What follows belongs to an exercise in optimizing a design on an open flow for small area and a short achievable clock period; a production flow would make more cautious choices. Power and IR drop assume default switching activity.

==> run a <==
==> flow/design.v <==
module aoi222 (input a1, a2, b1, b2, c1, c2, output y);
    assign y = ~((a1 & a2) | (b1 & b2) | (c1 & c2));
endmodule
module aoi22 (input a1, a2, b1, b2, output y);
    assign y = ~((a1 & a2) | (b1 & b2));
endmodule
module aosel #(parameter N = 33) (input [N-1:0] s, input [N-1:0] d, output y);
    localparam G = N / 3;
    localparam R = N - 3 * G;
    wire [G:0] n;
    genvar g;
    generate
        for (g = 0; g < G; g = g + 1) begin : grp
            aoi222 u (.a1(s[3*g]), .a2(d[3*g]), .b1(s[3*g+1]), .b2(d[3*g+1]),
                      .c1(s[3*g+2]), .c2(d[3*g+2]), .y(n[g]));
        end
        if (R == 2) begin : r2
            aoi22 u (.a1(s[N-2]), .a2(d[N-2]), .b1(s[N-1]), .b2(d[N-1]), .y(n[G]));
        end else if (R == 1) begin : r1
            assign n[G] = ~(s[N-1] & d[N-1]);
        end else begin : r0
            assign n[G] = 1'b1;
        end
    endgenerate
    assign y = ~&n;
endmodule
module aosel_e #(parameter N = 33) (input [N-1:0] s, input [N-1:0] d, input e, output y);
    localparam G = N / 3;
    localparam R = N - 3 * G;
    wire [G:0] n;
    genvar g;
    generate
        for (g = 0; g < G; g = g + 1) begin : grp
            aoi222 u (.a1(s[3*g]), .a2(d[3*g]), .b1(s[3*g+1]), .b2(d[3*g+1]),
                      .c1(s[3*g+2]), .c2(d[3*g+2]), .y(n[g]));
        end
        if (R == 2) begin : r2
            aoi22 u (.a1(s[N-2]), .a2(d[N-2]), .b1(s[N-1]), .b2(d[N-1]), .y(n[G]));
        end else if (R == 1) begin : r1
            assign n[G] = ~(s[N-1] & d[N-1]);
        end else begin : r0
            assign n[G] = 1'b1;
        end
    endgenerate
    assign y = ~&{n, ~e};
endmodule
module alu64 (
    input  [63:0] a,
    input  [63:0] b,
    input  [2:0]  op,
    output reg [63:0] y
);
    wire        sub = (op == 3'd1);
    wire [64:0] sum_ext = {a, 1'b1} + {b ^ {64{sub}}, sub};
    wire [63:0] sum = sum_ext[64:1];
    wire [5:0]  sh = b[5:0];
    wire        shl = (op == 3'd5);
    reg  [63:0] x;
    reg  [63:0] rev;
    integer k;
    always @(*) begin
        for (k = 0; k < 64; k = k + 1)
            x[k] = shl ? a[63-k] : a[k];
    end
    wire        fill = (op == 3'd7) & a[63];
    wire [63:0] s0 = sh[0] ? {{1{fill}},  x[63:1]}   : x;
    wire [63:0] s1 = sh[1] ? {{2{fill}},  s0[63:2]}  : s0;
    wire [63:0] s2 = sh[2] ? {{4{fill}},  s1[63:4]}  : s1;
    wire [63:0] s3 = sh[3] ? {{8{fill}},  s2[63:8]}  : s2;
    wire [63:0] s4 = sh[4] ? {{16{fill}}, s3[63:16]} : s3;
    wire [63:0] sr = sh[5] ? {{32{fill}}, s4[63:32]} : s4;
    always @(*) begin
        for (k = 0; k < 64; k = k + 1)
            rev[k] = sr[63-k];
    end
    always @(*) begin
        case (op)
            3'd0, 3'd1: y = sum;
            3'd2:       y = a & b;
            3'd3:       y = a | b;
            3'd4:       y = a ^ b;
            3'd5:       y = rev;
            default:    y = sr;
        endcase
    end
endmodule
module TopLevel (
    input clk,
    input reset,
    output wire [63:0] imem_addr,
    input [31:0] imem_data,
    output wire [63:0] final_rd
);
    reg  [63:2] pc;
    reg  [31:0] ifid_ir;           
    reg         ifid_v;
    reg  [63:0] idex_a, idex_b;    
    reg         idex_fa, idex_fb;  
    reg  [12:0] idex_x;            
    reg  [2:0]  idex_op;
    reg         idex_nz, idex_st, idex_ld, idex_we, idex_br;
    reg  [4:0]  idex_rd;
    reg  [63:0] exm_alu, exm_sd;
    reg  [12:0] exm_off;
    reg         exm_nz, exm_tk, exm_st, exm_ld, exm_we;
    reg  [4:0]  exm_rd;
    reg  [63:0] wb;
    reg         wb_we;
    reg  [4:0]  wb_rd;
    reg  [63:0] rf [1:31];
    reg  [31:1] rv;
    reg  [63:0] dm [0:31];
    reg  [31:0] dv;
    assign imem_addr = {pc, 2'b00};
    assign final_rd  = wb;
    wire taken = exm_tk;
    wire [31:0] ir  = ifid_ir;
    wire [6:0]  opc = ir[6:0];
    wire [4:0]  rs1 = ifid_v ? ir[19:15] : 5'd0;
    wire [4:0]  rs2 = ifid_v ? ir[24:20] : 5'd0;
    wire [4:0]  rdf = ir[11:7];
    wire isR   = ifid_v & (opc == 7'b0110011);
    wire isI   = ifid_v & (opc == 7'b0010011);
    wire isL   = ifid_v & (opc == 7'b0000011);
    wire isS   = ifid_v & (opc == 7'b0100011);
    wire isB   = ifid_v & (opc == 7'b1100011);
    wire isJ   = ifid_v & (opc == 7'b1101111);
    wire isJR  = ifid_v & (opc == 7'b1100111);
    wire isU   = ifid_v & ((opc == 7'b0110111) | (opc == 7'b0010111));
    wire d_we  = isR | isI | isL | isJ | isJR | isU;
    wire d_imm = isI | isL | isJ | isJR | isU;    
    wire [31:0] immI = {{20{ir[31]}}, ir[31:20]};
    wire [31:0] immU = {ir[31:12], 12'b0};
    wire [31:0] immJ = {{12{ir[31]}}, ir[19:12], ir[20], ir[30:21], 1'b0};
    wire [31:0] imm  = isU ? immU : isJ ? immJ : immI;
    wire [12:0] boff = {ir[31], ir[31], ir[7], ir[30:25], ir[11:8]} - 13'd3;
    wire [12:0] d_x  = isB ? boff : {ir[31], ir[31:25], ir[11:7]};
    wire [9:0] f73 = {ir[31:25], ir[14:12]};
    reg  [2:0] d_op;
    always @(*) begin
        if (isR) begin
            case (f73)
                10'b0000000_000: d_op = 3'd0;
                10'b0100000_000: d_op = 3'd1;
                10'b0000000_111: d_op = 3'd2;
                10'b0000000_110: d_op = 3'd3;
                10'b0000000_100: d_op = 3'd4;
                10'b0000000_001: d_op = 3'd5;
                10'b0000000_101: d_op = 3'd6;
                10'b0100000_101: d_op = 3'd7;
                default:         d_op = 3'd2;
            endcase
        end else if (isB)
            d_op = 3'd1;
        else
            d_op = 3'd0;
    end
    wire stall  = idex_ld & ((idex_rd == rs1) | (idex_rd == rs2));
    wire bubble = stall | taken;
    wire [4:0]  midx = exm_alu[7:3];
    wire [31:0] dsel;
    wire [31:0] dwen;
    genvar gi, gb;
    generate
        for (gi = 0; gi < 32; gi = gi + 1) begin : dmd
            assign dsel[gi] = exm_ld & dv[gi] & (midx == gi);
            assign dwen[gi] = exm_st & (midx == gi);
        end
    endgenerate
    wire s_alu  = exm_nz & ~exm_ld;
    wire s_drst = exm_ld & ~dv[midx];
    wire [63:0] wbn;
    generate
        for (gb = 0; gb < 64; gb = gb + 1) begin : wbs
            wire [32:0] d;
            for (gi = 0; gi < 32; gi = gi + 1) begin : w
                assign d[gi] = dm[gi][gb];
            end
            assign d[32] = exm_alu[gb];
            if (gb < 5) begin : lo
                aosel_e #(33) u (.s({s_alu, dsel}), .d(d), .e(s_drst & midx[gb]), .y(wbn[gb]));
            end else begin : hi
                aosel #(33) u (.s({s_alu, dsel}), .d(d), .y(wbn[gb]));
            end
        end
    endgenerate
    function [4:0] rstv;
        input [4:0] a;
        rstv = (a == 5'd12) ? 5'd25 : a;
    endfunction
    wire w1  = exm_we & (exm_rd != 5'd0) & (exm_rd == rs1);
    wire w2  = exm_we & (exm_rd != 5'd0) & (exm_rd == rs2);
    wire m1  = idex_we & (idex_rd != 5'd0) & (idex_rd == rs1);
    wire m2  = idex_we & (idex_rd != 5'd0) & (idex_rd == rs2);
    wire pt1 = wb_we & (wb_rd == rs1) & (rs1 != 5'd0);
    wire pt2 = wb_we & (wb_rd == rs2) & (rs2 != 5'd0);
    wire fa  = m1 & ~(w1 & exm_ld);
    wire fb  = m2 & ~(w2 & exm_ld) & ~d_imm;
    wire [31:1] rsel1, rsel2;
    generate
        for (gi = 1; gi < 32; gi = gi + 1) begin : rsd
            assign rsel1[gi] = ~w1 & ~pt1 & rv[gi] & (rs1 == gi);
            assign rsel2[gi] = ~d_imm & ~w2 & ~pt2 & rv[gi] & (rs2 == gi);
        end
    endgenerate
    wire v1 = (rs1 != 5'd0) & rv[rs1];
    wire v2 = (rs2 != 5'd0) & rv[rs2];
    wire s_rst1 = ~w1 & ~pt1 & ~v1;
    wire s_rst2 = ~d_imm & ~w2 & ~pt2 & ~v2;
    wire [4:0] rv1 = rstv(rs1);
    wire [4:0] rv2 = rstv(rs2);
    wire s_fw1 = w1;
    wire s_pt1 = ~w1 & pt1;
    wire s_fw2 = ~d_imm & w2;
    wire s_pt2 = ~d_imm & ~w2 & pt2;
    wire [63:0] immx = {{32{imm[31]}}, imm};
    wire [63:0] a_pre, b_pre;
    generate
        for (gb = 0; gb < 64; gb = gb + 1) begin : rds
            wire [32:0] d;
            for (gi = 1; gi < 32; gi = gi + 1) begin : w
                assign d[gi-1] = rf[gi][gb];
            end
            assign d[31] = wb[gb];
            assign d[32] = wbn[gb];
            if (gb < 5) begin : lo
                aosel_e #(33) ua (.s({s_fw1, s_pt1, rsel1}), .d(d), .e(s_rst1 & rv1[gb]), .y(a_pre[gb]));
                aosel_e #(33) ub (.s({s_fw2, s_pt2, rsel2}), .d(d),
                                  .e((s_rst2 & rv2[gb]) | (d_imm & immx[gb])), .y(b_pre[gb]));
            end else begin : hi
                aosel #(33) ua (.s({s_fw1, s_pt1, rsel1}), .d(d), .y(a_pre[gb]));
                aosel_e #(33) ub (.s({s_fw2, s_pt2, rsel2}), .d(d), .e(d_imm & immx[gb]), .y(b_pre[gb]));
            end
        end
    endgenerate
    wire [63:0] op1 = idex_fa ? exm_alu : idex_a;
    wire [63:0] fw2 = idex_fb ? exm_alu : idex_b;
    wire [63:0] op2 = idex_st ? {{52{idex_x[11]}}, idex_x[11:0]} : fw2;
    wire [63:0] res;
    alu64 alu (.a(op1), .b(op2), .op(idex_op), .y(res));
    wire eq = (op1 == fw2);
    always @(posedge clk or posedge reset) begin
        if (reset) begin
            pc <= 62'd0;
            ifid_v <= 1'b0;
            idex_nz <= 1'b0; idex_st <= 1'b0; idex_ld <= 1'b0; idex_we <= 1'b0; idex_br <= 1'b0;
            exm_nz <= 1'b0; exm_tk <= 1'b0; exm_st <= 1'b0; exm_ld <= 1'b0; exm_we <= 1'b0;
            wb <= 64'd0; wb_we <= 1'b0;
            rv <= 31'd0;
            dv <= 32'd0;
        end else begin
            if (taken)
                pc <= pc + {{49{exm_off[12]}}, exm_off};
            else if (!stall)
                pc <= pc + 62'd1;
            if (taken)
                ifid_v <= 1'b0;
            else if (!stall)
                ifid_v <= 1'b1;
            idex_nz <= ~bubble;
            idex_st <= ~bubble & isS;
            idex_ld <= ~bubble & isL;
            idex_we <= ~bubble & d_we;
            idex_br <= ~bubble & isB;
            exm_nz <= ~taken & idex_nz;
            exm_tk <= ~taken & idex_br & eq;
            exm_st <= ~taken & idex_st;
            exm_ld <= ~taken & idex_ld;
            exm_we <= ~taken & idex_we;
            wb <= wbn;
            wb_we <= exm_we;
            if (wb_we && wb_rd != 5'd0) rv[wb_rd] <= 1'b1;
            if (exm_st) dv[midx] <= 1'b1;
        end
    end
    always @(posedge clk) begin
        if (!stall)
            ifid_ir <= imem_data;
        idex_a  <= a_pre;
        idex_b  <= b_pre;
        idex_fa <= fa;
        idex_fb <= fb;
        idex_x  <= d_x;
        idex_op <= d_op;
        idex_rd <= rdf;
        exm_alu <= res;
        exm_sd  <= fw2;
        exm_off <= idex_x;
        exm_rd  <= idex_rd;
        wb_rd   <= exm_rd;
    end
    integer i;
    always @(posedge clk) begin
        for (i = 1; i < 32; i = i + 1)
            if (wb_we && wb_rd == i) rf[i] <= wb;
        for (i = 0; i < 32; i = i + 1)
            if (dwen[i]) dm[i] <= exm_sd;
    end
endmodule
==> flow/run.sh <==
#!/bin/bash
# synth_recipe.tcl (not shown) runs the flow's synth.tcl, then flattens the netlist and writes it again
# the make line also repeats each setting of config.mk as NAME=value (left out here)
make -C /OpenROAD-flow-scripts/flow DESIGN_CONFIG=/design/flow/config.mk WORK_HOME=/design/flow/orfs CLKGATE_MAP_FILE= SYNTH_SCRIPT=/design/flow/synth_recipe.tcl finish
==> flow/config.mk <==
export PLATFORM = sky130hd
export DESIGN_NAME = TopLevel
export DESIGN_NICKNAME = TopLevel
export VERILOG_FILES = /design/flow/design.v
export SDC_FILE = /design/flow/constraint.sdc
export NUM_CORES = 8
export LEC_CHECK = 0
export CAP_MARGIN = 20
export CORE_MARGIN = 2
export CORE_UTILIZATION = 25
export PLACE_DENSITY = 0.45
export SLEW_MARGIN = 20
export SYNTH_HIERARCHICAL = 1
==> flow/constraint.sdc <==
create_clock -name core_clock -period 36.0 [get_ports {clk}]
set_input_delay 7.2000 -clock core_clock [delete_from_list [all_inputs] [get_ports {clk}]]
set_output_delay 7.2000 -clock core_clock [all_outputs]
set_load 0.01 [all_outputs]
==> inputs of run b, as changes to run a <==
--- a/flow/design.v
+++ b/flow/design.v
@@ -105,5 +105,6 @@
     reg         exm_nz, exm_tk, exm_st, exm_ld, exm_we;
     reg  [4:0]  exm_rd;
-    reg  [63:0] wb;
+    reg  [63:0] wb;                
+    reg  [63:0] wbo;               
     reg         wb_we;
     reg  [4:0]  wb_rd;
@@ -113,5 +114,5 @@
     reg  [31:0] dv;
     assign imem_addr = {pc, 2'b00};
-    assign final_rd  = wb;
+    assign final_rd  = wbo;
     wire taken = exm_tk;
     wire [31:0] ir  = ifid_ir;
@@ -246,5 +247,5 @@
             idex_nz <= 1'b0; idex_st <= 1'b0; idex_ld <= 1'b0; idex_we <= 1'b0; idex_br <= 1'b0;
             exm_nz <= 1'b0; exm_tk <= 1'b0; exm_st <= 1'b0; exm_ld <= 1'b0; exm_we <= 1'b0;
-            wb <= 64'd0; wb_we <= 1'b0;
+            wbo <= 64'd0; wb_we <= 1'b0;
             rv <= 31'd0;
             dv <= 32'd0;
@@ -268,5 +269,5 @@
             exm_ld <= ~taken & idex_ld;
             exm_we <= ~taken & idex_we;
-            wb <= wbn;
+            wbo <= wbn;
             wb_we <= exm_we;
             if (wb_we && wb_rd != 5'd0) rv[wb_rd] <= 1'b1;
@@ -289,4 +290,5 @@
         exm_rd  <= idex_rd;
         wb_rd   <= exm_rd;
+        wb      <= wbn;
     end
     integer i;
--- a/flow/config.mk
+++ b/flow/config.mk
@@ -8,6 +8,6 @@
 export CAP_MARGIN = 20
 export CORE_MARGIN = 2
-export CORE_UTILIZATION = 25
-export PLACE_DENSITY = 0.45
+export CORE_UTILIZATION = 50
+export PLACE_DENSITY = 0.6
 export SLEW_MARGIN = 20
 export SYNTH_HIERARCHICAL = 1
==> comparison table <==
| item | run b | run a |
|---|---|---|
| Maximum clock frequency | 104.8 MHz | 96.65 MHz |
| Combinational power | 0.565 mW | 0.506 mW |
| Hold Slack | 341.4 ps | 327.2 ps |
| Final cell count without fillers | 17580 | 22530 |
| Tightest Pin Transition | 1270 ps | 1231 ps |
| Final non-filler cell area | 213600 um^2 | 220600 um^2 |
| Routed met1 length | 274700 um | 330500 um |
| Initial Util | 0.5031 | 0.2506 |
| Mean routed wirelength per cell | 46.73 um | 39.27 um |
| Number of clock buffer instances in the layout | 637 | 712 |
| Non-clock buffer area fraction after layout | 0.02180 | 0.02400 |
| Count of multi-input gates | 6251 | 6239 |
| Worst IR drop on VDD | 0.05889 mV | 0.05336 mV |
| Result of the run | finished clean | finished clean |
| Cell total after placement | 16610 | 21510 |
| Relative area change from synthesis to final layout | 13.90% | 18.22% |
| Count of routing violations after the opening detailed-route iteration | 34610 | 29480 |
No run of this note included a check of the RTL's function; only the layout flow was run.

static timing again, ports no longer ideal:
The results above use ideal ports. As a check the final layouts listed here were re-extracted and re-timed, cells and wires unchanged. Step 1 assumes that a clkbuf_16 drives the clock port and a buf_2 every other input. Step 2 adds t to the input delays and takes it off the output delays; t is the mean of the earliest and latest rising clock arrival at the registers after step 1. Input paths then give back, and output paths get back, about the clock's delay inside the block. a / b / c = no drivers / after step 1 / after step 2; a / b = the first two.
run	shift t [ns]	setup slack, ns	clock arrival spread, ns
run a	1.216	25.654 / 25.520 / 26.714	0.170 / 0.170
run b	1.104	26.458 / 26.542 / 25.438	0.117 / 0.118
After both steps setup and hold are still met in every run listed. For run b, which loses most, drivers alone change the setup slack by +0.084 ns; drivers and shift together by -1.020 ns. The worst setup slack also covers recovery checks on asynchronous resets.
